From an optimization exercise on the open Yosys and OpenROAD flow, aimed at small area and a short achievable clock period; shortcuts taken in it are not production practice.
RTL that was checked went through simulation tests only; none was proved equivalent to the original.
For runs 4 to 6, only the layout was checked, not whether the RTL still works.

===== flow/flow/run.sh =====
#!/bin/bash
# Standard ORFS layout, except that synthesis maps the logic with an
# area-oriented ABC script and without Yosys's full-adder extraction, and
# the port buffers are the smallest buffer cell.
set -euo pipefail
W=$(pwd)
rm -rf "$W/scripts_area"
cp -r "$FLOW_HOME/scripts" "$W/scripts_area"
cp "$W/flow/abc_area.script" "$W/scripts_area/abc_area.script"
SCRIPTS_DIR="$W/scripts_area" ADDER_MAP_FILE= bash standard.sh synth > "$W/synth.log" 2>&1
export BUFFER_PORTS_ARGS="-buffer_cell sky130_fd_sc_hd__buf_1"
bash standard.sh > "$W/layout.log" 2>&1

===== flow/flow/abc_area.script =====
strash
dc2
dch -f
amap -x
topo
stime -c

===== flow/standard.sh =====
#!/bin/bash
# synth_recipe.tcl (not shown) runs the flow's synth.tcl, then flattens the netlist and writes it again
# the make line also repeats each setting of config.mk as NAME=value (left out here)
make -C /OpenROAD-flow-scripts/flow DESIGN_CONFIG=/design/flow/config.mk WORK_HOME=/design/flow/orfs CLKGATE_MAP_FILE= SYNTH_SCRIPT=/design/flow/synth_recipe.tcl "${@:-finish}"

===== flow/config.mk =====
export PLATFORM = sky130hd
export DESIGN_NAME = Top
export DESIGN_NICKNAME = Top
export VERILOG_FILES = /design/flow/design.v
export SDC_FILE = /design/flow/constraint.sdc
export NUM_CORES = 4
export LEC_CHECK = 0
export ABC_AREA = 1
export CAP_MARGIN = 20
export CORE_MARGIN = 2
export CORE_UTILIZATION = 40
export CTS_BUF_LIST = sky130_fd_sc_hd__clkbuf_8
export SLEW_MARGIN = 20

===== flow/constraint.sdc =====
create_clock -name core_clock -period 76.0 [get_ports {clk}]
set_input_delay 15.2000 -clock core_clock [delete_from_list [all_inputs] [get_ports {clk}]]
set_output_delay 15.2000 -clock core_clock [all_outputs]
set_load 0.01 [all_outputs]

===== flow/design.v =====
module Top(
	input clk,
	input reset,
	input signed [31:0] n,
	output reg signed [31:0] c
);
	reg [6:0] x;
	wire s = n[31];
	wire [4:0] rem [4:29];
	wire [24:0] q;
	assign rem[4] = {1'b0, n[30:27]} + {1'b0, s, 2'b00, s};    
	genvar i;
	generate
		for (i = 4; i < 29; i = i + 1) begin : div
			wire [4:0] r = rem[i];
			wire b = n[30-i];
			wire o = r[1] | r[0] | b;
			wire ge = r[4] | (r[3] & r[2] & o);    
			assign q[28-i] = ge;
			assign rem[i+1] = {r[3] ^ (ge & r[2] & o), r[2] ^ (ge & o),
			                   r[1] ^ (ge & ~r[0] & ~b), r[0] ^ (ge & ~b), b ^ ge};
		end
	endgenerate
	wire [6:0] rr = {rem[29], n[1:0]};    
	wire [7:0] sm = {1'b0, x} + {1'b0, rr};
	wire ge100 = (sm >= 8'd100);
	wire le100 = (sm <= 8'd100);
	wire [6:0] xn = ge100 ? sm[6:0] - 7'd100 : sm[6:0];
	wire xz = (x == 7'd0);
	wire rz = (rr == 7'd0);
	wire k0 = s ? (~xz & le100) : (ge100 | (xz & rz));
	wire k1 = s & xz & rz;
	always @(posedge clk) begin
		if (reset) begin
			x <= 7'd50;
			c <= 32'sd0;
		end else begin
			x <= xn;
			c <= c + (q[24:0] ^ {25{s}}) + {k1, k0};
		end
	end
endmodule

==> flow_summary.toml, run 1 <==
[status]
status = "finished clean"

[detailed_routing]
drt-initial-drc-count = 293
dr.pass1.iters = 4
drt-total-wl_um = 9980
avgRoutedWirePerCell_um = 9.67
via_per_inst = 4.95
drc = 0
drtAntennaViolNets = 0
num_vias = 5104

[clock_network]
clk-insertion-delay-late_ns = 0.28
cts_sinks = 39
cts_resized = 0
post-cts-setup-buffer-count = 0
clock-root-buffer = "clkbuf_8"
htree_levels = 2
cts_buffer_depth = 2
clkTransAtPathRegs_ns = 0.07
cts_hold_buffers = 0
cts_tree = "done"
cts_buffers = 5

[global_routing]
grt_use_total = 0.176
grt_pass1_wl_um = 18000
antenna_found_initial = 0
grt-ovfl-total = 0
grt_pass1_vias = 4374
grt_max_degree = 47

[worst_setup_path]
slowest_delay_ns = 0.52
cp.required_ns = 76.20
crit_path_end_kind = "flip-flop"
r2r_cells = 44
cp.buffers_inverters = 10
crit_type = "primary input to flip-flop"
cpMostUsedCell = "nor2_1"
path_depth = 188
worstSetupStartpointType = "primary input"
crit_fanout = 13
worstPathArrival_ns = 46.93
critPathSlowestCell = "buf_1"
critPathTopFamily = "simple AND/OR/NAND/NOR gates"

[die]
fp.dieW_um = 109
initial_core_util = 0.409
core_region_area_sq_um = 10800
dieArea_sq_um = 12000
boundaryPins = 66
num_rows = 38
die_y_um = 109

[sta]
finalMaxSlewViolations = 0
slew_headroom = 0.532
tightest_slew_ns = 0.701
clock_skew_ns = 0.00385
holdWs_ns = 0.456
fmax_mhz = 21.4
period_needed_ns = 46.73
grt_setup_unrepaired = "no"
tns_ns = 0
setup_slack_ns = 29.27
setup_violations = 0
min_period_over_period = 0.615
hold_viol_final = 0

[cells_and_area]
fin_nets = 927
instances_no_fill = 1032
drive_gt1_frac = 0.00785
area_growth_pct = 11.4
diodes = 0

[synthesis]
ys.warnings.count = 1
synth-seq-area-share = 0.176
synth.distinct_cells = 35
syn_inst = 819
synth_area_per_cell_sq_um = 5.42
netlist_area_sq_um = 4440
synth-seq-cells = 39
syn_nets = 853

[placed_design]
place_hpwl_um = 8230
dp_slack_ns = 29.13
numPortBuffers = 65
place_congestion = 0.838
dp.cells = 1026

[hold_path]
hold_class = "flip-flop to flip-flop"
whs_path_depth = 2

[flow_run]
max_cap_violations = 0
routing by layer:
layer  routed length [um]  global-route usage
met3                  337              0.0267
met4                   19              0.0190
met5                    0                   0
met1                 5330               0.249
met2                 4300               0.291
cell families after synthesis:
kind of cell | synth area share
flops | 0.176
buf+inv | 0.0643
compound gates | 0.348
simple gates | 0.412
synthesized netlist by cell type, drive strengths merged:
cell type  number  area [sq um]
o31a            1          8.76
nand2         141           529
a21o            5          37.5
a41oi           1          8.76
o311ai          2          17.5
nor3b          10          75.1
o41ai           1          8.76
o22ai           3          18.8
a311oi          2          17.5
o21a           11          82.6
a221oi          6          52.6
o31ai           3          22.5
or2            17           106
dfxtp          39           781
nand3           3          15.0
nand4           2          12.5
o221ai          6          52.6
o21ai          87           435
nor2          194           728
clkinv         76           285
nor3           51           255
nand4b          2          17.5
and3            1          6.26
a21oi         117           586
o32ai           2          17.5
and2            9          56.3
a22oi           1          7.51
nor4            1          6.26
or3             1          6.26
a211oi         13          97.6
nor2b           2          12.5
a31oi           4          25.0
o211a           2          20.0
o22a            2          17.5
a311o           1          10.0
worst reg2reg max path: cells and delay by family, from the launching register on:
kind,cells,cell delay [ns]
DFF,1,0.34
and+or+nand+nor,23,3.08
buffers and inverters,4,0.37
AOI/OAI and AO/OA,17,2.86
state kept, by name (all words and copies together), names as in the netlist:
register / count
c: 32
x: 7
final timing paths:
kind	from	endpoint	slack (ns)
min	c[31]$_SDFF_PP0_	c[31]$_SDFF_PP0_	0.46
min reg2reg	c[31]$_SDFF_PP0_	c[31]$_SDFF_PP0_	0.46
max	n[31]	c[30]$_SDFF_PP0_	29.27
max reg2reg	x[1]$_SDFF_PP1_	c[30]$_SDFF_PP0_	69.27
layout make-up:
cell class                 instances  area [sq um]
clock buffer                       5          68.8
clock inverter                     1          3.75
fill                            1248          5900
inverter                          76           285
multi-input combinational        704          3370
sequential                        39           781
tap                              140           175
timing repair buffer              67           259
metrics by stage:
step | util | area [sq um]
after floorplan | - | 4440
after global placement | 0.449 | 4870
after global routing | 0.456 | 4940
after detailed placement | 0.449 | 4870
after CTS | 0.456 | 4940
final | 0.456 | 4940
cell usage in the layout, fill, tap and decap left out, types with 3 or more instances in the layout:
| cell type | Yosys | final |
|---|---|---|
| a211oi_1 | 13 | 13 |
| a21o_1 | 5 | 5 |
| a21oi_1 | 117 | 117 |
| a221oi_1 | 6 | 6 |
| a31oi_1 | 4 | 4 |
| and2_0 | 9 | 9 |
| buf_1 | 0 | 65 |
| clkbuf_8 | 0 | 5 |
| clkinv_1 | 76 | 76 |
| dfxtp_1 | 39 | 39 |
| nand2_1 | 141 | 141 |
| nand3_1 | 3 | 3 |
| nor2_1 | 194 | 194 |
| nor3_1 | 51 | 51 |
| nor3b_1 | 10 | 10 |
| o21a_1 | 11 | 11 |
| o21ai_0 | 87 | 87 |
| o221ai_1 | 6 | 6 |
| o22ai_1 | 3 | 3 |
| o31ai_1 | 3 | 3 |
| or2_0 | 17 | 17 |
==> run 2: changes to the inputs <==
--- a/flow/flow/run.sh
+++ b/flow/flow/run.sh
@@ -9,4 +9,4 @@
 cp "$W/flow/abc_area.script" "$W/scripts_area/abc_area.script"
 SCRIPTS_DIR="$W/scripts_area" ADDER_MAP_FILE= bash standard.sh synth > "$W/synth.log" 2>&1
 export BUFFER_PORTS_ARGS="-buffer_cell sky130_fd_sc_hd__buf_1"
-bash standard.sh > "$W/layout.log" 2>&1
+SETUP_SLACK_MARGIN=30 bash standard.sh > "$W/layout.log" 2>&1
==> flow_summary.toml, run 2 <==
[sta]
grt_setup_unrepaired = "no"
period_needed_ns = 42.69
tightest_slew_ns = 0.713
finalMaxSlewViolations = 0
tns_ns = 0
setup_violations = 0
fmax_mhz = 23.4
clock_skew_ns = 0.00323
min_period_over_period = 0.562
hold_viol_final = 0
slew_headroom = 0.519

[worst_setup_path]
crit_type = "primary input to flip-flop"
worstSetupStartpointType = "primary input"
cp.required_ns = 76.19
crit_path_end_kind = "flip-flop"
worstPathArrival_ns = 42.89
r2r_cells = 34
critPathSlowestCell = "a311oi_2"
crit_fanout = 13
cpMostUsedCell = "nor2_1"
slowest_delay_ns = 0.45

[cells_and_area]
instances_no_fill = 1039
fin_nets = 934
drive_gt1_frac = 0.140
largestRegisters = "c (32), x (7)"
final_common_cell = "nor2_1"
area_growth_pct = 23.7
layout_common_cells = "160 x nor2_1, 141 x nand2_1, 101 x a21oi_1"
largest_reg_flops = 32
diodes = 0
largest_register = "c"

[clock_network]
clock-root-buffer = "clkbuf_8"
cts_buffers = 5
htree_levels = 2
cts_tree = "done"
cts_hold_buffers = 0
clkTransAtPathRegs_ns = 0.07
cts_buffer_depth = 2
clk-insertion-delay-late_ns = 0.28
cts_sinks = 39

[detailed_routing]
drt-total-wl_um = 11000
via_per_inst = 5.08
drc = 0
drtAntennaViolNets = 0
dr.pass1.iters = 5
drt-initial-drc-count = 173
avgRoutedWirePerCell_um = 10.6
num_vias = 5282

[synthesis]
ys.flop_type = "dfxtp_1"
synth-seq-area-share = 0.176
synthMostInstantiatedCell = "nor2_1"
synthArstFlopShare = 0
synth_edf_count = 0
netlist_area_sq_um = 4440
yosys.area.top_type = "dfxtp_1"
syn_nets = 853
syn_inst = 819
ys.warnings.count = 1
synth_area_leaders = "dfxtp_1 18%, nor2_1 16%, a21oi_1 13%, nand2_1 12%, o21ai_0 9.8%"
ys_top_cells_by_count = "194 x nor2_1, 141 x nand2_1, 117 x a21oi_1, 87 x o21ai_0, 76 x clkinv_1"
synth_area_per_cell_sq_um = 5.42
synth.distinct_cells = 35
synth_top_area_share = 0.176
synth-seq-cells = 39

[placed_design]
dp.cells = 1026
place_congestion = 0.838
numPortBuffers = 65
place_hpwl_um = 8230

[global_routing]
grt_pass1_wl_um = 18000
grt_max_degree = 47
grt_pass1_vias = 4379
grt-ovfl-total = 0
antenna_found_initial = 0
grt_use_total = 0.176

[die]
boundaryPins = 66
dieArea_sq_um = 12000
fp.dieW_um = 109
core_region_area_sq_um = 10800
num_rows = 38
die_y_um = 109
initial_core_util = 0.409

[hold_path]
hold_class = "flip-flop to flip-flop"
whs_path_depth = 2

[flow_run]
max_cap_violations = 0

[status]
status = "finished clean"
[run 2: cell counts after synthesis]
No cell type changed its count.
[run 2: what timing repair did]
action | 4_1_cts | 5_1_grt
buffers inserted | 0 | 7
pin swaps | 0 | 9
resized for setup | 6 | 135
setup endpoints to repair | 10 | 37
[run 2: layer usage]
metal	vias up	wire length [um]	GRT usage
li1	3039	-	-
met1	2187	5470	0.249
met2	54	5140	0.291
met3	2	371	0.0267
met4	0	27	0.0190
met5	-	0	0
[run 2: logic make-up after synthesis]
kind of cell | share of synthesized area
simple gates | 0.412
compound gates | 0.348
buf+inv | 0.0643
flops | 0.176
[run 2: final cells by class]
class / count / area (sq um)
clock buffer: 5 / 68.8
multi-input combinational: 704 / 3860
timing repair buffer: 74 / 315
fill: 1180 / 5350
sequential: 39 / 781
clock inverter: 1 / 3.75
tap: 140 / 175
inverter: 76 / 285
[run 2: critical path, delay by kind of cell]
kind                   cells  cell delay [ns]
and+or+nand+nor          126            18.18
AOI/OAI and AO/OA         44             7.99
buffers and inverters     12             1.52
[run 2: stage by stage]
stage / area [sq um] / utilization / setup WS (ns) / hold slack [ns]
after CTS: 4960 / 0.457 / 30.03 / 0.462
after detailed placement: 4870 / 0.449 / 29.13 / 0.447
after global routing: 5490 / 0.506 / 29.58 / 0.478
after floorplan: 4440 / - / 33.19 / 0.474
final: 5490 / 0.506 / 33.31 / 0.457
after global placement: 4870 / 0.449 / 29.41 / 0.449
[run 2: final timing paths]
check / endpoint / from / slack (ns)
worst max-delay path: c[25]$_SDFF_PP0_ / n[31] / 33.31
worst min-delay path: c[31]$_SDFF_PP0_ / c[31]$_SDFF_PP0_ / 0.46
worst max register to register: c[25]$_SDFF_PP0_ / x[1]$_SDFF_PP1_ / 69.64
worst min register to register: c[31]$_SDFF_PP0_ / c[31]$_SDFF_PP0_ / 0.46
==> run 3: changes to the inputs <==
--- a/flow/flow/run.sh
+++ b/flow/flow/run.sh
@@ -9,4 +9,4 @@
 cp "$W/flow/abc_area.script" "$W/scripts_area/abc_area.script"
 SCRIPTS_DIR="$W/scripts_area" ADDER_MAP_FILE= bash standard.sh synth > "$W/synth.log" 2>&1
 export BUFFER_PORTS_ARGS="-buffer_cell sky130_fd_sc_hd__buf_1"
-SETUP_SLACK_MARGIN=30 bash standard.sh > "$W/layout.log" 2>&1
+SETUP_SLACK_MARGIN=29 bash standard.sh > "$W/layout.log" 2>&1
==> flow_summary.toml, run 3 <==
[clock_network]
cts_tree = "done"
cts_buffers = 5
cts_hold_buffers = 0
cts_buffer_depth = 2
clkTransAtPathRegs_ns = 0.07
cts_sinks = 39
clock-root-buffer = "clkbuf_8"
htree_levels = 2
clk-insertion-delay-late_ns = 0.28

[placed_design]
place_hpwl_um = 8230
dp_slack_ns = 29.13
numPortBuffers = 65
place_congestion = 0.838
place_area_sq_um = 4870

[detailed_routing]
via_per_inst = 5.04
drc = 0
num_vias = 5229
dr.pass1.iters = 4
drt-total-wl_um = 10800
drtAntennaViolNets = 0
avgRoutedWirePerCell_um = 10.4
drt-initial-drc-count = 210

[die]
core_region_area_sq_um = 10800
num_rows = 38
die_y_um = 109
boundaryPins = 66
dieArea_sq_um = 12000
initial_core_util = 0.409
fp.dieW_um = 109

[cells_and_area]
stdcell_area_sq_um = 5380
largestRegisters = "c (32), x (7)"
diodes = 0
largest_register = "c"
fin_nets = 932
final_common_cell = "nor2_1"
largest_reg_flops = 32
area_growth_pct = 21.2
fillers = 1201
layout_common_cells = "167 x nor2_1, 141 x nand2_1, 108 x a21oi_1"
drive_gt1_frac = 0.113

[synthesis]
syn_nets = 853
ys_top_cells_by_count = "194 x nor2_1, 141 x nand2_1, 117 x a21oi_1, 87 x o21ai_0, 76 x clkinv_1"
synth_top_area_share = 0.176
synth_area_leaders = "dfxtp_1 18%, nor2_1 16%, a21oi_1 13%, nand2_1 12%, o21ai_0 9.8%"
synthArstFlopShare = 0
synth-seq-cells = 39
netlist_area_sq_um = 4440
synth.distinct_cells = 35
syn_inst = 819
yosys.area.top_type = "dfxtp_1"
synth_edf_count = 0
synth-seq-area-share = 0.176
ys.flop_type = "dfxtp_1"
ys.warnings.count = 1
synth_area_per_cell_sq_um = 5.42
synthMostInstantiatedCell = "nor2_1"

[worst_setup_path]
cp.buffers_inverters = 12
worstSetupStartpointType = "primary input"
r2r_start = "x[1]$_SDFF_PP1_"
cp.required_ns = 76.19
crit_fanout = 13
crit_path_end_kind = "flip-flop"
critPathSlowestCell = "a311oi_2"
critPathLaunch = "n[31]"
critPathTopFamily = "simple AND/OR/NAND/NOR gates"
crit_type = "primary input to flip-flop"
cpMostUsedCell = "nor2_1"
worstPathArrival_ns = 43.56
slowest_delay_ns = 0.45

[sta]
fmax_mhz = 23.1
holdWs_ns = 0.457
clock_skew_ns = 0.00330
tightest_slew_ns = 0.713
grt_setup_unrepaired = "no"
setup_violations = 0
hold_viol_final = 0
finalMaxSlewViolations = 0
setup_slack_ns = 32.63
period_needed_ns = 43.37
tns_ns = 0
slew_headroom = 0.519
min_period_over_period = 0.571

[global_routing]
grt_use_total = 0.176
grt_pass1_vias = 4374
antenna_found_initial = 0
grt_max_degree = 47
grt-ovfl-total = 0
grt_pass1_wl_um = 18000

[flow_run]
max_cap_violations = 0

[status]
status = "finished clean"

[hold_path]
min-delay-start = "c[31]$_SDFF_PP0_"
hold_class = "flip-flop to flip-flop"
[run 3: cell type report]
| type | instances | area, sq um | area share |
|---|---|---|---|
| flip-flops and latches | 39 | 781 | 0.145 |
| clock buffers | 5 | 68.8 | 0.0128 |
| clock inverters | 1 | 3.75 | 0.000698 |
| well taps | 140 | 175 | 0.0326 |
| inverters | 76 | 285 | 0.0531 |
| multi-input cells | 704 | 3760 | 0.700 |
| repair buffers | 72 | 300 | 0.0559 |
[run 3: logic make-up after synthesis]
kind of cell | share of synthesized area
buffers and inverters | 0.0643
DFF | 0.176
AOI/OAI and AO/OA | 0.348
and+or+nand+nor | 0.412
[run 3: through the flow]
stage	util	instances
2_1_floorplan	-	819
3_3_place_gp	0.449	1026
3_5_place_dp	0.449	1026
4_1_cts	0.456	1032
5_1_grt	0.496	1037
6_report	0.496	1037
[run 3: path summary, 6_finish.rpt]
path                      end  slack [ns]  cells past startpoint
max          c[25]$_SDFF_PP0_       32.63                    179
min reg2reg  c[31]$_SDFF_PP0_        0.46                      2
min          c[31]$_SDFF_PP0_        0.46                      2
max reg2reg  c[25]$_SDFF_PP0_       69.55                     36
[run 3: tightest hold or removal path, delay by kind of cell, from the launching register on]
family,cells,cell delay [ns]
AOI/OAI and AO/OA,1,0.05
DFF,1,0.32
buffers and inverters,1,0.05
[run 3: metal layers]
metal / track usage / part of all wire / vias to the layer above
met5: 0 / 0 / -
met3: 0.0267 / 0.030 / 0
met2: 0.291 / 0.47 / 44
li1: - / - / 3033
met1: 0.249 / 0.50 / 2152
met4: 0.0190 / 0 / 0
[run 3: what timing repair did]
action	4_1_cts	5_1_grt
resized for setup	0	109
setup endpoints to repair	0	37
buffers inserted	0	5
==> run 4: changes to the inputs <==
--- a/flow/design.v
+++ b/flow/design.v
@@ -30,13 +30,51 @@
 	wire rz = (rr == 7'd0);
 	wire k0 = s ? (~xz & le100) : (ge100 | (xz & rz));
 	wire k1 = s & xz & rz;
+	wire [24:0] b = q[24:0] ^ {25{s}};
+	wire [25:0] ic;
+	wire [24:0] bk;
+	assign ic[0] = 1'b0;
+	assign ic[1] = k1;
+	assign bk[0] = b[0];
+	generate
+		for (i = 1; i < 25; i = i + 1) begin : inc
+			assign bk[i] = b[i] ^ ic[i];
+			assign ic[i+1] = b[i] & ic[i];
+		end
+	endgenerate
+	wire [31:0] bv = {6'd0, ic[25], bk};
+	wire [31:0] pp = c ^ bv;
+	wire [31:0] gg = c & bv;
+	wire [32:0] lc, lp, cy;
+	wire bcin [6:31];
+	wire [31:0] sum;
+	assign cy[0] = k0;
+	generate
+		for (i = 0; i < 32; i = i + 1) begin : add
+			localparam START = (i == 6) || (i == 13) || (i == 20) || (i == 26);
+			if (i < 6) begin : rip
+				assign cy[i+1] = gg[i] | (pp[i] & cy[i]);
+			end else begin : blk
+				wire lci = START ? 1'b0 : lc[i];
+				wire lpi = START ? 1'b1 : lp[i];
+				wire cin = START ? cy[i] : bcin[i-1];
+				assign bcin[i] = cin;
+				assign lc[i+1] = gg[i] | (pp[i] & lci);
+				assign lp[i+1] = pp[i] & lpi;
+				assign cy[i+1] = lc[i+1] | (lp[i+1] & cin);
+			end
+			assign sum[i] = pp[i] ^ cy[i];
+		end
+	endgenerate
+	assign lc[6:0] = 7'd0;
+	assign lp[6:0] = 7'd0;
 	always @(posedge clk) begin
 		if (reset) begin
 			x <= 7'd50;
 			c <= 32'sd0;
 		end else begin
 			x <= xn;
-			c <= c + (q[24:0] ^ {25{s}}) + {k1, k0};
+			c <= sum;
 		end
 	end
 endmodule
--- a/flow/flow/run.sh
+++ b/flow/flow/run.sh
@@ -9,4 +9,4 @@
 cp "$W/flow/abc_area.script" "$W/scripts_area/abc_area.script"
 SCRIPTS_DIR="$W/scripts_area" ADDER_MAP_FILE= bash standard.sh synth > "$W/synth.log" 2>&1
 export BUFFER_PORTS_ARGS="-buffer_cell sky130_fd_sc_hd__buf_1"
-SETUP_SLACK_MARGIN=29 bash standard.sh > "$W/layout.log" 2>&1
+bash standard.sh > "$W/layout.log" 2>&1
==> flow_summary.toml, run 4 <==
[sta]
period_needed_ns = 49.36
hold_viol_final = 0
tns_ns = 0
slew_headroom = 0.479
fmax_mhz = 20.3
tightest_slew_ns = 0.781
clock_skew_ns = 0.00710
finalMaxSlewViolations = 0
min_period_over_period = 0.650
grt_setup_unrepaired = "no"
setup_slack_ns = 26.64
setup_violations = 0

[cells_and_area]
drive_gt1_frac = 0.0134
diodes = 0
largestRegisters = "c (32), x (7)"
largest_reg_flops = 32
fin_nets = 855
final_common_cell = "nor2_1"
stdcell_area_sq_um = 4640
final_core_util = 0.471
layout_common_cells = "194 x nor2_1, 130 x a21oi_1, 112 x nand2_1"
largest_register = "c"
area_growth_pct = 13.6

[worst_setup_path]
crit_fanout = 17
cp.required_ns = 76.18
critPathTopFamily = "simple AND/OR/NAND/NOR gates"
slowest_delay_ns = 0.51
critPathSlowestCell = "a211oi_1"
crit_path_end_kind = "flip-flop"
cpMostUsedCell = "nor2_1"
worstSetupStartpointType = "primary input"
cp.buffers_inverters = 13
crit_type = "primary input to flip-flop"
worstPathArrival_ns = 49.55

[die]
initial_core_util = 0.414
core_region_area_sq_um = 9860
boundaryPins = 66
num_rows = 36
die_y_um = 105
fp.dieW_um = 105
dieArea_sq_um = 11000

[global_routing]
grt_pass1_vias = 4140
grt-ovfl-total = 0
antenna_found_initial = 0
grt_pass1_wl_um = 16600
grt_use_total = 0.170
grt_max_degree = 41

[clock_network]
cts_buffer_depth = 2
cts_sinks = 39
clock-root-buffer = "clkbuf_8"
clk-insertion-delay-late_ns = 0.29
post-cts-setup-buffer-count = 0
htree_levels = 2
cts_buffers = 5
cts_hold_buffers = 0
cts_tree = "done"
cts_resized = 0
clkTransAtPathRegs_ns = 0.08

[detailed_routing]
drc = 0
drt-initial-drc-count = 197
dr.pass1.iters = 5
drt-total-wl_um = 9370
drtAntennaViolNets = 0
num_vias = 4818
via_per_inst = 5.05
avgRoutedWirePerCell_um = 9.81

[placed_design]
dp_slack_ns = 26.51
place_hpwl_um = 7590
place_area_sq_um = 4510
place_congestion = 0.842
numPortBuffers = 65

[synthesis]
synth_area_per_cell_sq_um = 5.46
synthArstFlopShare = 0
syn_nets = 782
synth_area_leaders = "dfxtp_1 19%, nor2_1 18%, a21oi_1 16%, nand2_1 10%, o21ai_0 9.3%"
synth.distinct_cells = 25
yosys.area.top_type = "dfxtp_1"
synthMostInstantiatedCell = "nor2_1"
ys.warnings.count = 1
synth_edf_count = 0
synth_top_area_share = 0.191
synth-seq-area-share = 0.191
netlist_area_sq_um = 4090
syn_inst = 748
ys_top_cells_by_count = "194 x nor2_1, 130 x a21oi_1, 112 x nand2_1, 76 x o21ai_0, 52 x nor3_1"
synth-seq-cells = 39
ys.flop_type = "dfxtp_1"

[flow_run]
max_cap_violations = 0

[hold_path]
hold_class = "flip-flop to flip-flop"

[status]
status = "finished clean"
## run 4: logic make-up (layout without fill, tap and decap cells)
| group | after synthesis | in the layout | share of synthesized area |
|---|---|---|---|
| AND/OR/NAND/NOR | 401 | 401 | 0.412 |
| AO/OA/AOI/OAI | 260 | 260 | 0.351 |
| buffers and inverters | 48 | 122 | 0.0450 |
| flip-flops | 39 | 39 | 0.191 |
## run 4: path summary, 6_finish.rpt
kind,cells after the start,to,slack [ns],from
worst max-delay path,212,c[31]$_SDFF_PP0_,26.64,n[31]
worst min-delay path,1,c[31]$_SDFF_PP0_,0.46,c[31]$_SDFF_PP0_
worst max register to register,69,c[31]$_SDFF_PP0_,66.66,x[1]$_SDFF_PP1_
worst min register to register,1,c[31]$_SDFF_PP0_,0.46,c[31]$_SDFF_PP0_
## run 4: cell type report
class | count | area [sq um]
flip-flops and latches | 39 | 781
fillers | 1086 | 5220
well taps | 133 | 166
multi-input cells | 661 | 3120
clock buffers | 5 | 68.8
inverters | 47 | 176
clock inverters | 3 | 67.6
repair buffers | 67 | 260
## run 4: worst register-to-register path, delay by kind of cell (launching register included)
| kind | cells | cell delay, ns |
|---|---|---|
| DFF | 1 | 0.35 |
| buffers and inverters | 2 | 0.20 |
| AOI/OAI and AO/OA | 31 | 5.05 |
| and+or+nand+nor | 36 | 3.62 |
## run 4: per-stage QoR
stage	instances	hold WS [ns]
after floorplan	748	0.473
after global placement	947	0.450
after detailed placement	947	0.448
after CTS	955	0.464
after global routing	955	0.491
final	955	0.464
## run 4: routing by layer
metal  vias to the layer above  global-route usage  routed length, um
li1                       2773                   -                  -
met1                      1972               0.226               4810
met2                        69               0.292               4120
met3                         4              0.0312                399
met4                         0              0.0257                 36
met5                         -                   0                  0
==> run 5: changes to the inputs <==
--- a/flow/design.v
+++ b/flow/design.v
@@ -31,15 +31,36 @@
 	wire k0 = s ? (~xz & le100) : (ge100 | (xz & rz));
 	wire k1 = s & xz & rz;
 	wire [24:0] b = q[24:0] ^ {25{s}};
+	wire [29:0] n4 = n[31:2];
 	wire [25:0] ic;
 	wire [24:0] bk;
+	wire [25:0] z;    
+	wire [25:5] u;    
+	assign z[0] = 1'b1;
+	assign u[5] = 1'b1;
 	assign ic[0] = 1'b0;
 	assign ic[1] = k1;
 	assign bk[0] = b[0];
 	generate
+		for (i = 0; i < 25; i = i + 1) begin : zp
+			assign z[i+1] = z[i] & ~n4[i];
+			if (i >= 5) begin : up
+				assign u[i+1] = u[i] & ~n4[i];
+			end
+		end
 		for (i = 1; i < 25; i = i + 1) begin : inc
 			assign bk[i] = b[i] ^ ic[i];
-			assign ic[i+1] = b[i] & ic[i];
+		end
+		for (i = 2; i < 26; i = i + 1) begin : cj
+			wire w;
+			if (i <= 3) begin : lo
+				assign w = n4[0] & (n4[i-1:1] == 0);
+			end else if (i == 4) begin : m4
+				assign w = (n4[3:0] == 4'd9);
+			end else begin : hi
+				assign w = (n4[4:0] == 5'd25) & u[i];
+			end
+			assign ic[i] = k1 & (z[i] | w);
 		end
 	endgenerate
 	wire [31:0] bv = {6'd0, ic[25], bk};
==> flow/flow/abc_area.script (replaced) <==
strash
dc2
amap -x
topo
stime -c
==> flow_summary.toml, run 5 <==
[status]
status = "finished clean"

[sta]
fmax_mhz = 20.4
setup_violations = 0
tns_ns = 0
period_needed_ns = 49.08
setup_slack_ns = 26.92
min_period_over_period = 0.646
grt_setup_unrepaired = "no"
hold_viol_final = 0
tightest_slew_ns = 0.835
finalMaxSlewViolations = 0
clock_skew_ns = 0.0100
slew_headroom = 0.440

[worst_setup_path]
crit_type = "primary input to flip-flop"
slowest_delay_ns = 0.57
critPathSlowestCell = "a211oi_1"
cpMostUsedCell = "nand2_1"
cp.required_ns = 76.23
crit_path_end_kind = "flip-flop"
worstPathArrival_ns = 49.31
crit_fanout = 11
worstSetupStartpointType = "primary input"

[hold_path]
hold_class = "flip-flop to flip-flop"

[synthesis]
ys.flop_type = "dfxtp_1"
synth_area_leaders = "dfxtp_1 19%, nand2_1 16%, o21ai_0 15%, nor2_1 13%, a21oi_1 11%"
synth-seq-area-share = 0.188
synthMostInstantiatedCell = "nand2_1"
synth_area_per_cell_sq_um = 5.44
syn_inst = 765
yosys.area.top_type = "dfxtp_1"
netlist_area_sq_um = 4160
synth_edf_count = 0
synth-seq-cells = 39
synth_top_area_share = 0.188
synthArstFlopShare = 0
ys.warnings.count = 1
syn_nets = 799
ys_top_cells_by_count = "177 x nand2_1, 139 x nor2_1, 121 x o21ai_0, 93 x a21oi_1, 56 x clkinv_1"
synth.distinct_cells = 25

[flow_run]
max_cap_violations = 0

[placed_design]
dp.cells = 965
place_hpwl_um = 8390
place_congestion = 0.818
place_area_sq_um = 4570
numPortBuffers = 65
dp_slack_ns = 27.11

[cells_and_area]
fillers = 1141
instances_no_fill = 973
stdcell_area_sq_um = 4690
drive_gt1_frac = 0.00956
fin_nets = 870
area_growth_pct = 12.6
largestRegisters = "c (32), x (7)"
diodes = 0
largest_reg_flops = 32
final_common_cell = "nand2_1"
layout_common_cells = "177 x nand2_1, 139 x nor2_1, 121 x o21ai_0"
largest_register = "c"

[detailed_routing]
avgRoutedWirePerCell_um = 10.6
drtAntennaViolNets = 0
via_per_inst = 5.14
drc = 0
drt-initial-drc-count = 177
num_vias = 4999
drt-total-wl_um = 10300
dr.pass1.iters = 5

[clock_network]
clk-insertion-delay-late_ns = 0.30
cts_buffer_depth = 2
cts_hold_buffers = 0
cts_buffers = 5
htree_levels = 2
post-cts-setup-buffer-count = 0
cts_resized = 0
clkTransAtPathRegs_ns = 0.07
cts_tree = "done"
clock-root-buffer = "clkbuf_8"
cts_sinks = 39

[die]
fp.dieW_um = 106
initial_core_util = 0.407
num_rows = 37
core_region_area_sq_um = 10200
dieArea_sq_um = 11200
boundaryPins = 66
die_y_um = 106

[global_routing]
grt_pass1_wl_um = 18000
grt_use_total = 0.188
grt-ovfl-total = 0
antenna_found_initial = 0
grt_pass1_vias = 4377
grt_max_degree = 29
==> run 5: metrics by stage <==
step | hold slack (ns) | utilization
floorplan | 0.473 | -
global placement | 0.437 | 0.447
detailed placement | 0.453 | 0.447
CTS | 0.466 | 0.458
global route | 0.481 | 0.458
finish | 0.456 | 0.458
==> run 5: worst paths after layout <==
kind                    startpoint          endpoint  slack, ns  cells past startpoint
setup / recovery             n[31]  c[31]$_SDFF_PP0_      26.92                    226
hold / removal    c[31]$_SDFF_PP0_  c[31]$_SDFF_PP0_       0.46                      1
setup reg to reg   x[1]$_SDFF_PP1_  c[31]$_SDFF_PP0_      68.03                     75
hold reg to reg   c[31]$_SDFF_PP0_  c[31]$_SDFF_PP0_       0.46                      1
==> run 5: critical path: cells and delay by family <==
| family | cells | cell delay [ns] |
|---|---|---|
| buffers and inverters | 24 | 3.18 |
| AO/OA/AOI/OAI | 38 | 7.98 |
| AND/OR/NAND/NOR | 164 | 22.91 |
==> run 5: cell families (layout without fill, tap and decap cells) <==
group                  Yosys count  count (layout)  synth area share
AOI/OAI and AO/OA              263             263             0.345
buffers and inverters           57             129            0.0523
DFF                             39              39             0.188
and+or+nand+nor                406             406             0.415
==> run 5: layout make-up <==
class,count,area [sq um],area share
multi-input combinational,669,3170,0.675
clock inverter,2,35.0,0.00747
clock buffer,6,82.6,0.0176
sequential,39,781,0.167
tap,136,170,0.0363
inverter,56,210,0.0448
timing repair buffer,65,244,0.0520
==> run 5: per-layer routing <==
metal / global-route usage / vias to the layer above / part of all wire
li1: - / 2793 / -
met4: 0.0583 / 0 / 0.011
met2: 0.334 / 68 / 0.46
met5: 0 / - / 0
met1: 0.237 / 2130 / 0.50
met3: 0.0208 / 8 / 0.027
==> run 6: changes to the inputs <==
==> flow/flow/abc_area.script (replaced) <==
strash
dc2
dch -f
amap -x
topo
stime -c
==> flow_summary.toml, run 6 <==
[status]
status = "finished clean"

[placed_design]
place_hpwl_um = 8120
place_congestion = 0.887
numPortBuffers = 65

[detailed_routing]
drt-initial-drc-count = 193
drc = 0
dr.pass1.iters = 5
drtAntennaViolNets = 0
via_per_inst = 5.20
num_vias = 4879
drt-total-wl_um = 10000
avgRoutedWirePerCell_um = 10.7

[cells_and_area]
largest_reg_flops = 32
largest_register = "c"
largestRegisters = "c (32), x (7)"
fillers = 1111
layout_common_cells = "162 x nor2_1, 115 x nand2_1, 103 x a21oi_1"
area_growth_pct = 12.3
final_common_cell = "nor2_1"
seqCellArea_sq_um = 781
multi_input_area_sq_um = 3050
fin_nets = 839
diodes = 0
drive_gt1_frac = 0.0112

[die]
die_y_um = 105
dieArea_sq_um = 10900
initial_core_util = 0.412
core_region_area_sq_um = 9820
num_rows = 36
boundaryPins = 66
fp.dieW_um = 105

[worst_setup_path]
cp.buffers_inverters = 16
crit_type = "primary input to flip-flop"
cpMostUsedCell = "nor2_1"
worstSetupStartpointType = "primary input"
worstPathArrival_ns = 51.50
critPathTopFamily = "simple AND/OR/NAND/NOR gates"
cp.required_ns = 76.19
r2r_cells = 67
rrSetupSlack_ns = 65.74
critPathSlowestCell = "o311ai_0"
worstReg2RegEnd = "c[31]$_SDFF_PP0_"
crit_path_end_kind = "flip-flop"
r2r_start = "x[1]$_SDFF_PP1_"
slowest_delay_ns = 0.89
crit_fanout = 12

[synthesis]
synth-seq-area-share = 0.193
synth.distinct_cells = 28
synth_area_per_cell_sq_um = 5.52
synthArstFlopShare = 0
synth_area_leaders = "dfxtp_1 19%, nor2_1 15%, a21oi_1 13%, o21ai_0 12%, nand2_1 11%"
synth_top_area_share = 0.193
synth_edf_count = 0
yosys.area.top_type = "dfxtp_1"
ys.flop_type = "dfxtp_1"
ys.warnings.count = 1
syn_nets = 767
ys_top_cells_by_count = "162 x nor2_1, 115 x nand2_1, 103 x a21oi_1, 101 x o21ai_0, 56 x clkinv_1"
synth-seq-cells = 39
synthMostInstantiatedCell = "nor2_1"
syn_inst = 733
netlist_area_sq_um = 4050

[sta]
tns_ns = 0
slew_headroom = 0.275
period_needed_ns = 51.30
setup_violations = 0
finalMaxSlewViolations = 0
clock_skew_ns = 0.00597
fmax_mhz = 19.5
min_period_over_period = 0.675
tightest_slew_ns = 1.07
grt_setup_unrepaired = "no"
hold_viol_final = 0

[hold_path]
hold_end = "c[31]$_SDFF_PP0_"
whs_path_depth = 1
hold_class = "flip-flop to flip-flop"
min-delay-start = "c[31]$_SDFF_PP0_"

[clock_network]
cts_buffers = 5
cts_tree = "done"
cts_hold_buffers = 0
post-cts-setup-buffer-count = 0
clk-insertion-delay-late_ns = 0.30
cts_resized = 0
htree_levels = 2
clkTransAtPathRegs_ns = 0.08
clock-root-buffer = "clkbuf_8"
cts_buffer_depth = 2
cts_sinks = 39

[global_routing]
grt_max_degree = 38
grt-ovfl-total = 0
grt_pass1_wl_um = 17300
antenna_found_initial = 0
grt_pass1_vias = 4168
grt_use_total = 0.182

[flow_run]
max_cap_violations = 0
==> run 6: cell types whose count changed in the layout (fill, tap and decap cells not counted), moves of 3 or more <==
cell,change
nor2_1,+23
a211oi_1,+21
nand2_1,-62
and3_1,+3
a21oi_1,+10
o21a_1,-25
o21ai_0,-20
nor3_1,+13
nor2b_1,+3
nor3b_1,-12
or2_0,+5
a21o_1,+3
==> run 6: cell type report <==
| class | instances | share of cell area |
|---|---|---|
| multi-input combinational | 637 | 0.671 |
| clock inverter | 3 | 0.00358 |
| clock buffer | 5 | 0.0151 |
| sequential | 39 | 0.172 |
| inverter | 56 | 0.0463 |
| timing repair buffer | 66 | 0.0556 |
| tap | 133 | 0.0366 |
==> run 6: per-layer routing <==
metal / wire length, um / GRT usage
met1: 5060 / 0.241
met2: 4470 / 0.312
met3: 426 / 0.0324
met4: 70 / 0.0343
met5: 0 / 0
==> run 6: worst max path at each step <==
| stage | startpoint | end | cells after the start |
|---|---|---|---|
| 6_report | n[31] | c[31]$_SDFF_PP0_ | 220 |
| 2_1_floorplan | n[31] | c[31]$_SDFF_PP0_ | 215 |
| 3_5_place_dp | n[31] | c[31]$_SDFF_PP0_ | 218 |
| 4_1_cts | n[31] | c[31]$_SDFF_PP0_ | 221 |
| 5_1_grt | n[31] | c[31]$_SDFF_PP0_ | 219 |
| 3_3_place_gp | n[31] | c[31]$_SDFF_PP0_ | 218 |
==> run 6: kinds of logic after synthesis <==
family	after synthesis	share of synthesized area
flops	39	0.193
buf+inv	57	0.0538
compound gates	257	0.350
simple gates	380	0.404
==> run 6: worst reg2reg max path, delay by kind of cell (launching register included) <==
kind                   cells  cell delay (ns)
buffers and inverters      1             0.09
and+or+nand+nor           32             3.39
AOI/OAI and AO/OA         34             6.30
DFF                        1             0.37
==> run 6: stage by stage <==
stage	setup slack (ns)	instances	hold WS (ns)	area (sq um)	util
finish	24.70	939	0.458	4540	0.463
global route	18.89	939	0.506	4540	0.463
CTS	24.89	939	0.468	4540	0.463
detailed placement	24.76	931	0.456	4460	0.454
global placement	25.78	931	0.438	4460	0.454
floorplan	30.26	733	0.473	4050	-
==> run 7: changes to the inputs <==
==> flow/design.v (replaced) <==
module Top(
	input clk,
	input reset,
	input signed [31:0] n,
	output reg signed [31:0] c
);
	reg [6:0] x;
	wire s = n[31];
	wire [4:0] rem [4:29];
	wire [24:0] q;
	assign rem[4] = {1'b0, n[30:27]} + {1'b0, s, 2'b00, s};    
	genvar i;
	generate
		for (i = 4; i < 29; i = i + 1) begin : div
			wire [4:0] r = rem[i];
			wire b = n[30-i];
			wire o = r[1] | r[0] | b;
			wire ge = r[4] | (r[3] & r[2] & o);    
			assign q[28-i] = ge;
			assign rem[i+1] = {r[3] ^ (ge & r[2] & o), r[2] ^ (ge & o),
			                   r[1] ^ (ge & ~r[0] & ~b), r[0] ^ (ge & ~b), b ^ ge};
		end
	endgenerate
	wire [6:0] rr = {rem[29], n[1:0]};    
	wire [7:0] sm = {1'b0, x} + {1'b0, rr};
	wire ge100 = (sm >= 8'd100);
	wire le100 = (sm <= 8'd100);
	wire [6:0] xn = ge100 ? sm[6:0] - 7'd100 : sm[6:0];
	wire xz = (x == 7'd0);
	wire rz = (rr == 7'd0);
	wire k0 = s ? (~xz & le100) : (ge100 | (xz & rz));
	wire k1 = s & xz & rz;
	wire [24:0] b = q[24:0] ^ {25{s}};
	wire [25:0] ic;
	wire [24:0] bk;
	assign ic[0] = 1'b0;
	assign ic[1] = k1;
	assign bk[0] = b[0];
	wire [32:0] cy;
	wire [31:0] sum;
	assign cy[0] = k0;
	generate
		for (i = 1; i < 25; i = i + 1) begin : inc
			assign bk[i] = b[i] ^ ic[i];
			assign ic[i+1] = b[i] & ic[i];
		end
		for (i = 0; i < 32; i = i + 1) begin : add
			wire bb = (i < 25) ? bk[i] : (i == 25) ? ic[25] : 1'b0;
			assign sum[i] = c[i] ^ bb ^ cy[i];
			assign cy[i+1] = (c[i] & bb) | (cy[i] & (c[i] ^ bb));
		end
	endgenerate
	always @(posedge clk) begin
		if (reset) begin
			x <= 7'd50;
			c <= 32'sd0;
		end else begin
			x <= xn;
			c <= sum;
		end
	end
endmodule
--- a/flow/config.mk
+++ b/flow/config.mk
@@ -9,5 +9,7 @@
 export CAP_MARGIN = 20
 export CORE_MARGIN = 2
 export CORE_UTILIZATION = 40
-export CTS_BUF_LIST = sky130_fd_sc_hd__clkbuf_8
+export CTS_BUF_LIST = sky130_fd_sc_hd__clkbuf_4
+export CTS_CLUSTER_DIAMETER = 30
+export CTS_CLUSTER_SIZE = 6
 export SLEW_MARGIN = 20
==> flow_summary.toml, run 7 <==
[status]
status = "finished clean"

[cells_and_area]
final_common_cell = "nor2_1"
drive_gt1_frac = 0.0112
fin_nets = 837
largestRegisters = "c (32), x (7)"
final_core_util = 0.463
layout_common_cells = "174 x nor2_1, 124 x a21oi_1, 122 x nand2_1"
area_growth_pct = 12.3
diodes = 0
instances_no_fill = 937
largest_reg_flops = 32
largest_register = "c"

[global_routing]
grt_use_total = 0.175
grt_max_degree = 49
grt_pass1_wl_um = 16800
antenna_found_initial = 0
grt-ovfl-total = 0
grt_pass1_vias = 4077

[synthesis]
synthMostInstantiatedCell = "nor2_1"
synth-seq-area-share = 0.194
synth_area_per_cell_sq_um = 5.52
synth-seq-cells = 39
ys.warnings.count = 1
ys.flop_type = "dfxtp_1"
synthArstFlopShare = 0
synth_area_leaders = "dfxtp_1 19%, nor2_1 16%, a21oi_1 15%, nand2_1 11%, o21ai_0 10%"
synth.distinct_cells = 25
synth_top_area_share = 0.194
syn_nets = 764
synth_edf_count = 0
syn_inst = 730
netlist_area_sq_um = 4030
ys_top_cells_by_count = "174 x nor2_1, 124 x a21oi_1, 122 x nand2_1, 81 x o21ai_0, 52 x nor3_1"
yosys.area.top_type = "dfxtp_1"

[clock_network]
cts_resized = 0
clkTransAtPathRegs_ns = 0.12
clock-root-buffer = "clkbuf_4"
cts_sinks = 39
cts_buffer_depth = 2
cts_tree = "done"
cts_hold_buffers = 0
htree_levels = 2
post-cts-setup-buffer-count = 0
clk-insertion-delay-late_ns = 0.35
cts_buffers = 5

[sta]
setup_slack_ns = 26.25
tns_ns = 0
finalMaxSlewViolations = 0
clock_skew_ns = 0.00578
tightest_slew_ns = 0.842
grt_setup_unrepaired = "no"
slew_headroom = 0.439
hold_viol_final = 0
holdWs_ns = 0.475
fmax_mhz = 20.1
period_needed_ns = 49.75
setup_violations = 0
min_period_over_period = 0.655

[die]
num_rows = 36
initial_core_util = 0.412
die_y_um = 104
dieArea_sq_um = 10900
boundaryPins = 66
fp.dieW_um = 104
core_region_area_sq_um = 9770

[detailed_routing]
drt-total-wl_um = 9490
via_per_inst = 5.14
avgRoutedWirePerCell_um = 10.1
drtAntennaViolNets = 0
drc = 0
drt-initial-drc-count = 210
dr.pass1.iters = 4
num_vias = 4815

[worst_setup_path]
cpMostUsedCell = "nor2_1"
critPathTopFamily = "simple AND/OR/NAND/NOR gates"
crit_type = "primary input to flip-flop"
worstPathArrival_ns = 50.01
crit_fanout = 7
cp.buffers_inverters = 8
slowest_delay_ns = 0.61
worstSetupStartpointType = "primary input"
critPathSlowestCell = "a221oi_1"
cp.required_ns = 76.26
crit_path_end_kind = "flip-flop"

[placed_design]
place_hpwl_um = 7680
numPortBuffers = 65
dp.cells = 929
place_congestion = 0.832
dp_slack_ns = 26.24

[hold_path]
hold_class = "flip-flop to flip-flop"

[flow_run]
max_cap_violations = 0
[run 7: routing by layer]
| layer | wire, um | GRT usage | vias to the layer above |
|---|---|---|---|
| met2 | 4160 | 0.310 | 69 |
| met3 | 299 | 0.0244 | 7 |
| met1 | 4960 | 0.225 | 2016 |
| met5 | 0 | 0 | - |
| li1 | - | - | 2723 |
| met4 | 67 | 0.0319 | 0 |
[run 7: logic make-up (layout without fill, tap and decap cells)]
family	count (synthesis)	after routing	synth area share
and+or+nand+nor	390	390	0.408
AOI/OAI and AO/OA	261	261	0.361
buffers and inverters	40	114	0.0373
DFF	39	39	0.194
[run 7: path summary, 6_finish.rpt]
path,from,end,slack [ns],cells past startpoint
worst max-delay path,n[31],c[31]$_SDFF_PP0_,26.25,207
worst min-delay path,c[31]$_SDFF_PP0_,c[31]$_SDFF_PP0_,0.47,1
worst max register to register,x[1]$_SDFF_PP1_,c[31]$_SDFF_PP0_,66.37,69
worst min register to register,c[31]$_SDFF_PP0_,c[31]$_SDFF_PP0_,0.47,1
[run 7: cell type report]
cell class | instances | area (sq um)
Clock buffer | 5 | 37.5
Sequential cell | 39 | 781
Inverter | 40 | 150
Timing Repair Buffer | 66 | 253
Tap cell | 133 | 166
Fill cell | 1080 | 5250
Multi-Input combinational cell | 651 | 3100
Clock inverter | 3 | 38.8
[run 7: metrics by stage]
| stage | instance area, sq um |
|---|---|
| after floorplan | 4030 |
| after global placement | 4450 |
| after detailed placement | 4450 |
| after CTS | 4530 |
| after global routing | 4530 |
| final | 4530 |
==> run 8: changes to the inputs <==
--- a/flow/config.mk
+++ b/flow/config.mk
@@ -9,7 +9,5 @@
 export CAP_MARGIN = 20
 export CORE_MARGIN = 2
 export CORE_UTILIZATION = 40
-export CTS_BUF_LIST = sky130_fd_sc_hd__clkbuf_4
-export CTS_CLUSTER_DIAMETER = 30
-export CTS_CLUSTER_SIZE = 6
+export CTS_BUF_LIST = sky130_fd_sc_hd__clkbuf_4 sky130_fd_sc_hd__clkbuf_8
 export SLEW_MARGIN = 20
==> flow_summary.toml, run 8 <==
[status]
status = "finished clean"

[clock_network]
cts_buffer_depth = 2
cts_tree = "done"
clock-root-buffer = "clkbuf_8"
clk-insertion-delay-late_ns = 0.28
cts_sinks = 39
clkTransAtPathRegs_ns = 0.08
post-cts-setup-buffer-count = 0
cts_resized = 0
cts_hold_buffers = 0
htree_levels = 2
cts_buffers = 5

[sta]
fmax_mhz = 20.1
slew_headroom = 0.442
min_period_over_period = 0.656
tightest_slew_ns = 0.838
setup_violations = 0
holdWs_ns = 0.468
period_needed_ns = 49.85
clock_skew_ns = 0.00367
tns_ns = 0
hold_viol_final = 0
grt_setup_unrepaired = "no"
finalMaxSlewViolations = 0

[worst_setup_path]
worstSetupStartpointType = "primary input"
critical_path.endpoint = "c[31]$_SDFF_PP0_"
crit_path_end_kind = "flip-flop"
r2r_cells = 69
rrSetupSlack_ns = 66.37
path_depth = 207
cp.required_ns = 76.19
cpMostUsedCell = "nor2_1"
critPathTopFamily = "simple AND/OR/NAND/NOR gates"
r2r_start = "x[1]$_SDFF_PP1_"
critPathSlowestCell = "a221oi_1"
worstReg2RegEnd = "c[31]$_SDFF_PP0_"
crit_fanout = 7
cp.buffers_inverters = 8
critPathLaunch = "n[31]"
crit_type = "primary input to flip-flop"
slowest_delay_ns = 0.61
worstPathArrival_ns = 50.04

[detailed_routing]
via_per_inst = 5.13
drt-total-wl_um = 9480
drc = 0
avgRoutedWirePerCell_um = 10.1
num_vias = 4809
drtAntennaViolNets = 0
dr.pass1.iters = 4
drt-initial-drc-count = 236

[placed_design]
place_hpwl_um = 7680
numPortBuffers = 65
place_congestion = 0.832

[global_routing]
grt_use_total = 0.174
grt_pass1_vias = 4079
grt_pass1_wl_um = 16900
grt_max_degree = 49
grt-ovfl-total = 0
antenna_found_initial = 0

[cells_and_area]
final_core_util = 0.467
drive_gt1_frac = 0.0124
area_growth_pct = 13.3
largest_reg_flops = 32
diodes = 0
largestRegisters = "c (32), x (7)"
layout_common_cells = "174 x nor2_1, 124 x a21oi_1, 122 x nand2_1"
final_common_cell = "nor2_1"
largest_register = "c"
fin_nets = 837

[synthesis]
netlist_area_sq_um = 4030
synth-seq-cells = 39
ys_top_cells_by_count = "174 x nor2_1, 124 x a21oi_1, 122 x nand2_1, 81 x o21ai_0, 52 x nor3_1"
synthArstFlopShare = 0
syn_inst = 730
synth-seq-area-share = 0.194
ys.warnings.count = 1
synth.distinct_cells = 25
synthMostInstantiatedCell = "nor2_1"
synth_area_per_cell_sq_um = 5.52
syn_nets = 764
synth_top_area_share = 0.194
yosys.area.top_type = "dfxtp_1"
synth_area_leaders = "dfxtp_1 19%, nor2_1 16%, a21oi_1 15%, nand2_1 11%, o21ai_0 10%"
synth_edf_count = 0
ys.flop_type = "dfxtp_1"

[hold_path]
hold_class = "flip-flop to flip-flop"

[die]
dieArea_sq_um = 10900
boundaryPins = 66
fp.dieW_um = 104
core_region_area_sq_um = 9770
num_rows = 36
initial_core_util = 0.412
die_y_um = 104

[flow_run]
max_cap_violations = 0
[run 8: cell type report]
type                            count  area, sq um
Tap cell                          133          166
Timing Repair Buffer               66          253
Sequential cell                    39          781
Inverter                           40          150
Multi-Input combinational cell    651         3100
Fill cell                        1078         5210
Clock buffer                        6         82.6
Clock inverter                      2         35.0
[run 8: per-layer routing]
| metal | track usage | share of wire | vias to the layer above |
|---|---|---|---|
| met5 | 0 | 0 | - |
| met4 | 0.0203 | 0.0053 | 0 |
| met3 | 0.0263 | 0.031 | 4 |
| met2 | 0.311 | 0.44 | 68 |
| met1 | 0.227 | 0.53 | 2012 |
| li1 | - | - | 2725 |
[run 8: how the worst min path moves through the flow]
| stage | start | to | cells after the start |
|---|---|---|---|
| 3_5_place_dp | c[31]$_SDFF_PP0_ | c[31]$_SDFF_PP0_ | 1 |
| 4_1_cts | c[31]$_SDFF_PP0_ | c[31]$_SDFF_PP0_ | 1 |
| 5_1_grt | c[31]$_SDFF_PP0_ | c[31]$_SDFF_PP0_ | 1 |
| 2_1_floorplan | c[31]$_SDFF_PP0_ | c[31]$_SDFF_PP0_ | 1 |
| 3_3_place_gp | c[31]$_SDFF_PP0_ | c[31]$_SDFF_PP0_ | 1 |
| 6_report | c[31]$_SDFF_PP0_ | c[31]$_SDFF_PP0_ | 1 |
[run 8: cell families (layout without fill, tap and decap cells)]
logic type      Yosys count  in the layout  share of synthesized area
flops                    39             39                      0.194
compound gates          261            261                      0.361
buf+inv                  40            114                     0.0373
simple gates            390            390                      0.408
[run 8: stage by stage]
stage	instances	worst slack, ns	instance area (sq um)
after floorplan	730	30.90	4030
after global placement	929	27.20	4450
after detailed placement	929	26.24	4450
after CTS	937	26.41	4570
after global routing	937	20.47	4570
final	937	26.15	4570
==> run 9: changes to the inputs <==
--- a/flow/config.mk
+++ b/flow/config.mk
@@ -9,5 +9,7 @@
 export CAP_MARGIN = 20
 export CORE_MARGIN = 2
 export CORE_UTILIZATION = 40
-export CTS_BUF_LIST = sky130_fd_sc_hd__clkbuf_4 sky130_fd_sc_hd__clkbuf_8
+export CTS_BUF_LIST = sky130_fd_sc_hd__clkbuf_2 sky130_fd_sc_hd__clkbuf_4
+export CTS_CLUSTER_DIAMETER = 25
+export CTS_CLUSTER_SIZE = 5
 export SLEW_MARGIN = 20
==> flow_summary.toml, run 9 <==
[status]
status = "finished clean"

[sta]
grt_setup_unrepaired = "no"
tns_ns = 0
period_needed_ns = 49.75
fmax_mhz = 20.1
min_period_over_period = 0.655
finalMaxSlewViolations = 0
tightest_slew_ns = 0.842
clock_skew_ns = 0.00578
setup_violations = 0
hold_viol_final = 0
slew_headroom = 0.439

[cells_and_area]
final_common_cell = "nor2_1"
fin_nets = 837
area_growth_pct = 12.3
largestRegisters = "c (32), x (7)"
fillers = 1080
diodes = 0
largest_reg_flops = 32
layout_common_cells = "174 x nor2_1, 124 x a21oi_1, 122 x nand2_1"
drive_gt1_frac = 0.0112
largest_register = "c"

[detailed_routing]
via_per_inst = 5.14
avgRoutedWirePerCell_um = 10.1
drc = 0
drtAntennaViolNets = 0
drt-total-wl_um = 9490
drt-initial-drc-count = 210
num_vias = 4815
dr.pass1.iters = 4

[placed_design]
numPortBuffers = 65
place_hpwl_um = 7680
place_congestion = 0.832

[die]
fp.dieW_um = 104
die_y_um = 104
boundaryPins = 66
num_rows = 36
dieArea_sq_um = 10900
initial_core_util = 0.412
core_region_area_sq_um = 9770

[global_routing]
top_usage_layer = "met2"
grt_use_total = 0.175
grt_max_degree = 49
grt_pass1_wl_um = 16800
grt_util_met3 = 0.0244
grt_use_met1 = 0.225
grt_pass1_vias = 4077
grt-ovfl-total = 0
antenna_found_initial = 0
grt_use_met2 = 0.310

[synthesis]
ys.flop_type = "dfxtp_1"
ys_top_cells_by_count = "174 x nor2_1, 124 x a21oi_1, 122 x nand2_1, 81 x o21ai_0, 52 x nor3_1"
synth_edf_count = 0
synthArstFlopShare = 0
synthMostInstantiatedCell = "nor2_1"
synth_area_leaders = "dfxtp_1 19%, nor2_1 16%, a21oi_1 15%, nand2_1 11%, o21ai_0 10%"
ys.warnings.count = 1
netlist_area_sq_um = 4030
syn_nets = 764
synth_top_area_share = 0.194
synth-seq-cells = 39
syn_inst = 730
synth_area_per_cell_sq_um = 5.52
yosys.area.top_type = "dfxtp_1"
synth-seq-area-share = 0.194
synth.distinct_cells = 25

[worst_setup_path]
worstPathArrival_ns = 50.01
slowest_delay_ns = 0.61
critPathSlowestCell = "a221oi_1"
cp.required_ns = 76.26
crit_type = "primary input to flip-flop"
crit_fanout = 7
worstSetupStartpointType = "primary input"
cpMostUsedCell = "nor2_1"
crit_path_end_kind = "flip-flop"

[clock_network]
cts_sinks = 39
clock-root-buffer = "clkbuf_4"
htree_levels = 2
clk-insertion-delay-late_ns = 0.35
post-cts-setup-buffer-count = 0
clkTransAtPathRegs_ns = 0.12
cts_buffer_depth = 2
cts_buffers = 5
cts_tree = "done"
cts_hold_buffers = 0
cts_resized = 0

[hold_path]
hold_class = "flip-flop to flip-flop"

[flow_run]
max_cap_violations = 0
==> run 9: changes by cell type in the layout (fill, tap and decap cells not counted) <==
cell,delta
clkbuf_4,+5
clkbuf_8,-6
clkinv_1,+1
==> run 9: stage by stage <==
stage                     utilization  cells  worst slack, ns  hold WS (ns)  cell area, sq um
after floorplan                     -    730            30.90         0.502              4030
after global placement          0.455    929            27.20         0.456              4450
after detailed placement        0.455    929            26.24         0.456              4450
after CTS                       0.463    937            26.49         0.480              4530
after global routing            0.463    937            20.56         0.505              4530
final                           0.463    937            26.25         0.475              4530
==> run 9: cell type report <==
| class | instances | area, sq um | share of cell area |
|---|---|---|---|
| clock buffers | 5 | 37.5 | 0.00829 |
| flip-flops and latches | 39 | 781 | 0.173 |
| repair buffers | 66 | 253 | 0.0558 |
| inverters | 40 | 150 | 0.0332 |
| clock inverters | 3 | 38.8 | 0.00857 |
| multi-input cells | 651 | 3100 | 0.685 |
| well taps | 133 | 166 | 0.0368 |
==> run 9: critical path: cells and delay by family <==
kind                   cells  cell delay, ns
buffers and inverters      8            1.31
AO/OA/AOI/OAI             56           10.49
AND/OR/NAND/NOR          143           22.89
==> run 9: kinds of logic after synthesis <==
| family | synth area share |
|---|---|
| and+or+nand+nor | 0.408 |
| DFF | 0.194 |
| AOI/OAI and AO/OA | 0.361 |
| buffers and inverters | 0.0373 |
==> run 9: metal layers <==
metal,wire length (um),vias to the layer above
met5,0,-
met4,67,0
met3,299,7
met2,4160,69
met1,4960,2016
li1,-,2723
==> run 9: path summary, 6_finish.rpt <==
kind | depth (start not counted) | endpoint | slack, ns | start
worst max register to register | 69 | c[31]$_SDFF_PP0_ | 66.37 | x[1]$_SDFF_PP1_
worst min register to register | 1 | c[31]$_SDFF_PP0_ | 0.47 | c[31]$_SDFF_PP0_
worst max-delay path | 207 | c[31]$_SDFF_PP0_ | 26.25 | n[31]
worst min-delay path | 1 | c[31]$_SDFF_PP0_ | 0.47 | c[31]$_SDFF_PP0_

-- static timing again, ports no longer ideal --
No port has a modelled driver above. Below, the same layouts with a new extraction and two added sets of constraints. Step 1: set_driving_cell puts a clkbuf_16 on clk and a buf_2 on each other input, an assumption about the parent block. Step 2, shift: input delay + t, output delay - t, t = (earliest + latest rising clock arrival at the registers) / 2. This alone moves slack from input paths to output paths. Slacks: ideal ports / drivers / drivers and shift; pairs: ideal ports / drivers.
run | shift t [ns] | setup WS [ns] | slew at the worst register clock pin (ns)
run 1 | 0.307 | 29.270 / 29.276 / 28.969 | 0.07 / 0.07
run 2 | 0.306 | 33.305 / 33.312 / 33.006 | 0.07 / 0.07
run 3 | 0.303 | 32.630 / 32.635 / 32.331 | 0.07 / 0.07
run 4 | 0.315 | 26.635 / 26.644 / 26.330 | 0.08 / 0.08
run 5 | 0.330 | 26.921 / 26.929 / 26.599 | 0.09 / 0.09
run 6 | 0.330 | 24.696 / 24.702 / 24.372 | 0.09 / 0.09
run 7 | 0.371 | 26.250 / 26.255 / 25.884 | 0.12 / 0.12
run 8 | 0.308 | 26.148 / 26.155 / 25.847 | 0.08 / 0.08
run 9 | 0.371 | 26.250 / 26.255 / 25.884 | 0.12 / 0.12
After both steps setup and hold are still met in every run listed.
